This is an optimization exercise on Yosys and OpenROAD, whose aim is small area, not a production implementation. Function was checked by simulation only, so behaviour that the tests miss may differ from the original. Power figures rest on the tool's default switching activity, not on a simulated workload.

==> flow/design.v <==
module qos_chan (
    input            clk,
    input            rst_n,
    input            vin,
    input      [7:0] din,
    input            en,
    output reg       v,
    output reg       sync,
    output reg [7:0] b,
    output     [7:0] cnt,
    output reg [7:0] r2
);
    reg        hunt;
    reg  [7:0] pos;
    reg  [6:0] reps;
    wire is47   = (din == 8'h47);
    wire verif  = ~hunt & (pos == 8'h4c);
    wire locked = (reps == 7'h40);
    wire jump   = hunt | verif;
    always @(posedge clk or negedge rst_n) begin
        if (!rst_n) begin
            v    <= 1'b0;
            sync <= 1'b0;
            b    <= 8'd0;
            hunt <= 1'b1;
        end else begin
            v    <= vin;
            sync <= vin & verif & is47 & locked;
            if (vin) begin
                b <= din;
                if (jump) hunt <= ~is47;
            end
        end
    end
    always @(posedge clk) begin
        if (vin) begin
            pos <= jump ? 8'h00 : {pos[6:0], ~(pos[7] ^ pos[5] ^ pos[4] ^ pos[3])};
            if (hunt)
                reps <= 7'd0;
            else if (verif & is47 & ~locked)
                reps <= {reps[5:0], ~(reps[6] ^ reps[5])};
        end
    end
    reg  [1:0] pst;
    reg        first;
    reg  [3:0] prev;
    wire [7:0] live = r2 + {7'd0, pst[1] & pst[0]};
    assign cnt = en ? 8'd0 : live;
    always @(posedge clk or negedge rst_n) begin
        if (!rst_n) begin
            pst   <= 2'd0;
            first <= 1'b1;
            r2    <= 8'd0;
        end else begin
            r2 <= cnt;
            if (en) begin
                pst   <= 2'd0;
                first <= 1'b1;
            end else begin
                case (pst)
                    2'd0: if (sync) pst <= 2'd1;
                    2'd1: if (v & pos[2]) begin
                              pst <= (b[4] & ~first & (b[3:0] != prev + 4'd1)) ? 2'd2 : 2'd0;
                              if (b[4]) first <= 1'b0;
                          end
                    2'd2: if (v) pst <= 2'd3;
                    2'd3: pst <= 2'd0;
                endcase
            end
        end
    end
    always @(posedge clk)
        if ((pst == 2'd1) & v & pos[2] & b[4])
            prev <= b[3:0];
endmodule
module main_control (
    input             clk,
    input             rstn,
    input      [31:0] err_count,    
    input      [31:0] err_reg,      
    input      [3:0]  sync,
    input             mm_write_en,
    input             mm_read_en,
    input      [7:0]  mm_addr,
    input      [31:0] mm_wdata,
    output reg [31:0] mm_rdata,
    output reg [1:0]  mux_control,
    output reg        en_reset_counter
);
    reg  [31:0] cfg;
    reg  [19:0] ic;
    reg  [3:0]  sp_q;
    reg  [1:0]  ac_q;
    reg         fall;
    wire        fb   = cfg[0];
    wire        man  = cfg[1];
    wire [1:0]  mch  = cfg[3:2];
    wire [7:0]  prio = cfg[11:4];
    wire [19:0] rt   = cfg[31:12];
    wire [3:0] sp = en_reset_counter ? 4'd0 : (sp_q | sync);
    wire hit  = (ic == rt);
    wire fire = hit & (|rt);
    always @(posedge clk)
        ic <= (hit | mm_write_en) ? 20'd0 : ic + 20'd1;
    wire [7:0] e0 = err_count[7:0];
    wire [7:0] e1 = err_count[15:8];
    wire [7:0] e2 = err_count[23:16];
    wire [7:0] e3 = err_count[31:24];
    wire lt01 = e0 < e1, eq01 = e0 == e1;
    wire lt02 = e0 < e2, eq02 = e0 == e2;
    wire lt03 = e0 < e3, eq03 = e0 == e3;
    wire lt12 = e1 < e2, eq12 = e1 == e2;
    wire lt13 = e1 < e3, eq13 = e1 == e3;
    wire lt23 = e2 < e3, eq23 = e2 == e3;
    reg [15:0] win;
    always @(*) begin
        win = {16{~fb}};
        win[{2'd0,2'd1}] = lt01 | (eq01 & ~fb);
        win[{2'd1,2'd0}] = ~(lt01 | (eq01 & fb));
        win[{2'd0,2'd2}] = lt02 | (eq02 & ~fb);
        win[{2'd2,2'd0}] = ~(lt02 | (eq02 & fb));
        win[{2'd0,2'd3}] = lt03 | (eq03 & ~fb);
        win[{2'd3,2'd0}] = ~(lt03 | (eq03 & fb));
        win[{2'd1,2'd2}] = lt12 | (eq12 & ~fb);
        win[{2'd2,2'd1}] = ~(lt12 | (eq12 & fb));
        win[{2'd1,2'd3}] = lt13 | (eq13 & ~fb);
        win[{2'd3,2'd1}] = ~(lt13 | (eq13 & fb));
        win[{2'd2,2'd3}] = lt23 | (eq23 & ~fb);
        win[{2'd3,2'd2}] = ~(lt23 | (eq23 & fb));
    end
    function [1:0] pick(input [1:0] a, input [1:0] b, input [3:0] p, input [15:0] w);
        if (!p[a])      pick = b;
        else if (!p[b]) pick = a;
        else            pick = w[{a, b}] ? a : b;
    endfunction
    wire [1:0] p0  = pick(prio[7:6], prio[5:4], sp, win);
    wire [1:0] p1  = pick(prio[3:2], prio[1:0], sp, win);
    wire [1:0] sel = pick(p0, p1, sp, win);
    always @(posedge clk or negedge rstn) begin
        if (!rstn) begin
            cfg              <= {20'd0, 8'hE4, 4'd0};
            sp_q             <= 4'd0;
            ac_q             <= 2'd0;
            mux_control      <= 2'd0;
            en_reset_counter <= 1'b0;
            fall             <= 1'b0;
        end else begin
            if (mm_write_en && mm_addr == 8'h00)
                cfg <= mm_wdata;
            sp_q <= sp;
            ac_q <= mux_control;
            if (mm_write_en) begin
                en_reset_counter <= 1'b1;
                fall             <= 1'b1;
            end else if (man) begin
                mux_control <= mch;
            end else if (fall) begin
                mux_control      <= prio[1:0];
                fall             <= 1'b0;
                en_reset_counter <= 1'b0;
            end else begin
                en_reset_counter <= fire;
                if (fire) mux_control <= sel;
            end
        end
    end
    always @(posedge clk)
        if (rstn && mm_read_en) begin
            if      (mm_addr == 8'h00) mm_rdata <= cfg;
            else if (mm_addr == 8'h01) mm_rdata <= {26'd0, sp_q, ac_q};
            else if (mm_addr == 8'h02) mm_rdata <= err_reg;
        end
endmodule
module qos_core (
    input         clk,
    input         rst_n,
    input         valid1,
    input  [7:0]  ts_data1,
    input         valid2,
    input  [7:0]  ts_data2,
    input         valid3,
    input  [7:0]  ts_data3,
    input         valid4,
    input  [7:0]  ts_data4,
    input         mm_write_en,
    input         mm_read_en,
    input  [7:0]  mm_addr,
    input  [31:0] mm_wdata,
    output [31:0] mm_rdata,
    output        valid_out,
    output        syn_out,
    output [7:0]  ts_data_out
);
    wire [3:0]  v, s;
    wire [31:0] b, cnt, r2;
    wire [1:0]  mux_control;
    wire        en_reset_counter;
    qos_chan ch1 (.clk(clk), .rst_n(rst_n), .vin(valid1), .din(ts_data1), .en(en_reset_counter),
                  .v(v[0]), .sync(s[0]), .b(b[7:0]),   .cnt(cnt[7:0]),   .r2(r2[7:0]));
    qos_chan ch2 (.clk(clk), .rst_n(rst_n), .vin(valid2), .din(ts_data2), .en(en_reset_counter),
                  .v(v[1]), .sync(s[1]), .b(b[15:8]),  .cnt(cnt[15:8]),  .r2(r2[15:8]));
    qos_chan ch3 (.clk(clk), .rst_n(rst_n), .vin(valid3), .din(ts_data3), .en(en_reset_counter),
                  .v(v[2]), .sync(s[2]), .b(b[23:16]), .cnt(cnt[23:16]), .r2(r2[23:16]));
    qos_chan ch4 (.clk(clk), .rst_n(rst_n), .vin(valid4), .din(ts_data4), .en(en_reset_counter),
                  .v(v[3]), .sync(s[3]), .b(b[31:24]), .cnt(cnt[31:24]), .r2(r2[31:24]));
    main_control main_control_inst (
        .clk(clk), .rstn(rst_n),
        .err_count(cnt), .err_reg(r2), .sync(s),
        .mm_write_en(mm_write_en), .mm_read_en(mm_read_en),
        .mm_addr(mm_addr), .mm_wdata(mm_wdata), .mm_rdata(mm_rdata),
        .mux_control(mux_control), .en_reset_counter(en_reset_counter)
    );
    assign valid_out   = v[mux_control];
    assign syn_out     = s[mux_control];
    assign ts_data_out = b[mux_control*8 +: 8];
endmodule
clock: 8.0 ns
lec_check: 0
cap_margin: 20
core_margin: 2
core_utilization: 40
cts_buf_list: sky130_fd_sc_hd__clkbuf_8
cts_cluster_diameter: 60
cts_cluster_size: 12
slew_margin: 20
standard.sh (not shown) runs the stock make flow with config.mk's settings and CLKGATE_MAP_FILE= SYNTH_SCRIPT=/design/flow/synth_recipe.tcl, a recipe that flattens the netlist after the stock synthesis.
==> flow/flow/run.sh <==
#!/bin/bash
# Standard ORFS layout (the standard.sh, unchanged synthesis), with the
# port buffers made from the smallest buffer, sky130_fd_sc_hd__buf_1.
set -o pipefail
cd "$(dirname "$0")/.."
export BUFFER_PORTS_ARGS="-buffer_cell sky130_fd_sc_hd__buf_1"
bash standard.sh > standard.log 2>&1
Edit:
--- a/flow/design.v
+++ b/flow/design.v
@@ -127,13 +127,17 @@
         win[{2'd3,2'd1}] = ~(lt13 | (eq13 & fb));
         win[{2'd2,2'd3}] = lt23 | (eq23 & ~fb);
         win[{2'd3,2'd2}] = ~(lt23 | (eq23 & fb));
     end
     function [1:0] pick(input [1:0] a, input [1:0] b, input [3:0] p, input [15:0] w);
-        if (!p[a])      pick = b;
-        else if (!p[b]) pick = a;
-        else            pick = w[{a, b}] ? a : b;
+        integer k;
+        begin
+            pick = 2'd0;
+            for (k = 0; k < 16; k = k + 1)
+                if ({a, b} == k[3:0])
+                    pick = (!p[k[3:2]]) ? k[1:0] : (!p[k[1:0]]) ? k[3:2] : (w[k] ? k[3:2] : k[1:0]);
+        end
     endfunction
     wire [1:0] p0  = pick(prio[7:6], prio[5:4], sp, win);
     wire [1:0] p1  = pick(prio[3:2], prio[1:0], sp, win);
     wire [1:0] sel = pick(p0, p1, sp, win);
     always @(posedge clk or negedge rstn) begin
The new run ran to the end with no violations; core utilization increases by 0.47 points; clock power increases by about 2%; design area decreases by 1.7%; power increases by 1.3%; worst setup slack improves by 1.0 ns; combinational power increases by 6.4%; area after synthesis decreases by 2.1%; routed wire length increases by 2.3%.

-- re-timing with driven ports --
No port has a modelled driver above. Below, the same layouts with a new extraction and two added sets of constraints. Step 1: set_driving_cell puts a clkbuf_16 on clk and a buf_2 on each other input, an assumption about the parent block. Step 2 moves the port delays by t, midway between the first and last clock arrival at a register: inputs arrive t later, outputs are due t later. That takes back most of the time a late clock gives input paths. a / b / c = ideal / step 1 / step 2; a / b = the first two.
run	t (ns)	setup WS [ns]	worst register clock-pin slew, ns	pins driven straight from the clock port
the first run	0.641	2.283 / 2.283 / 2.283	0.09 / 0.09	1
the second run	0.639	3.315 / 3.315 / 3.315	0.09 / 0.09	1
After both steps every run listed still meets setup and hold.
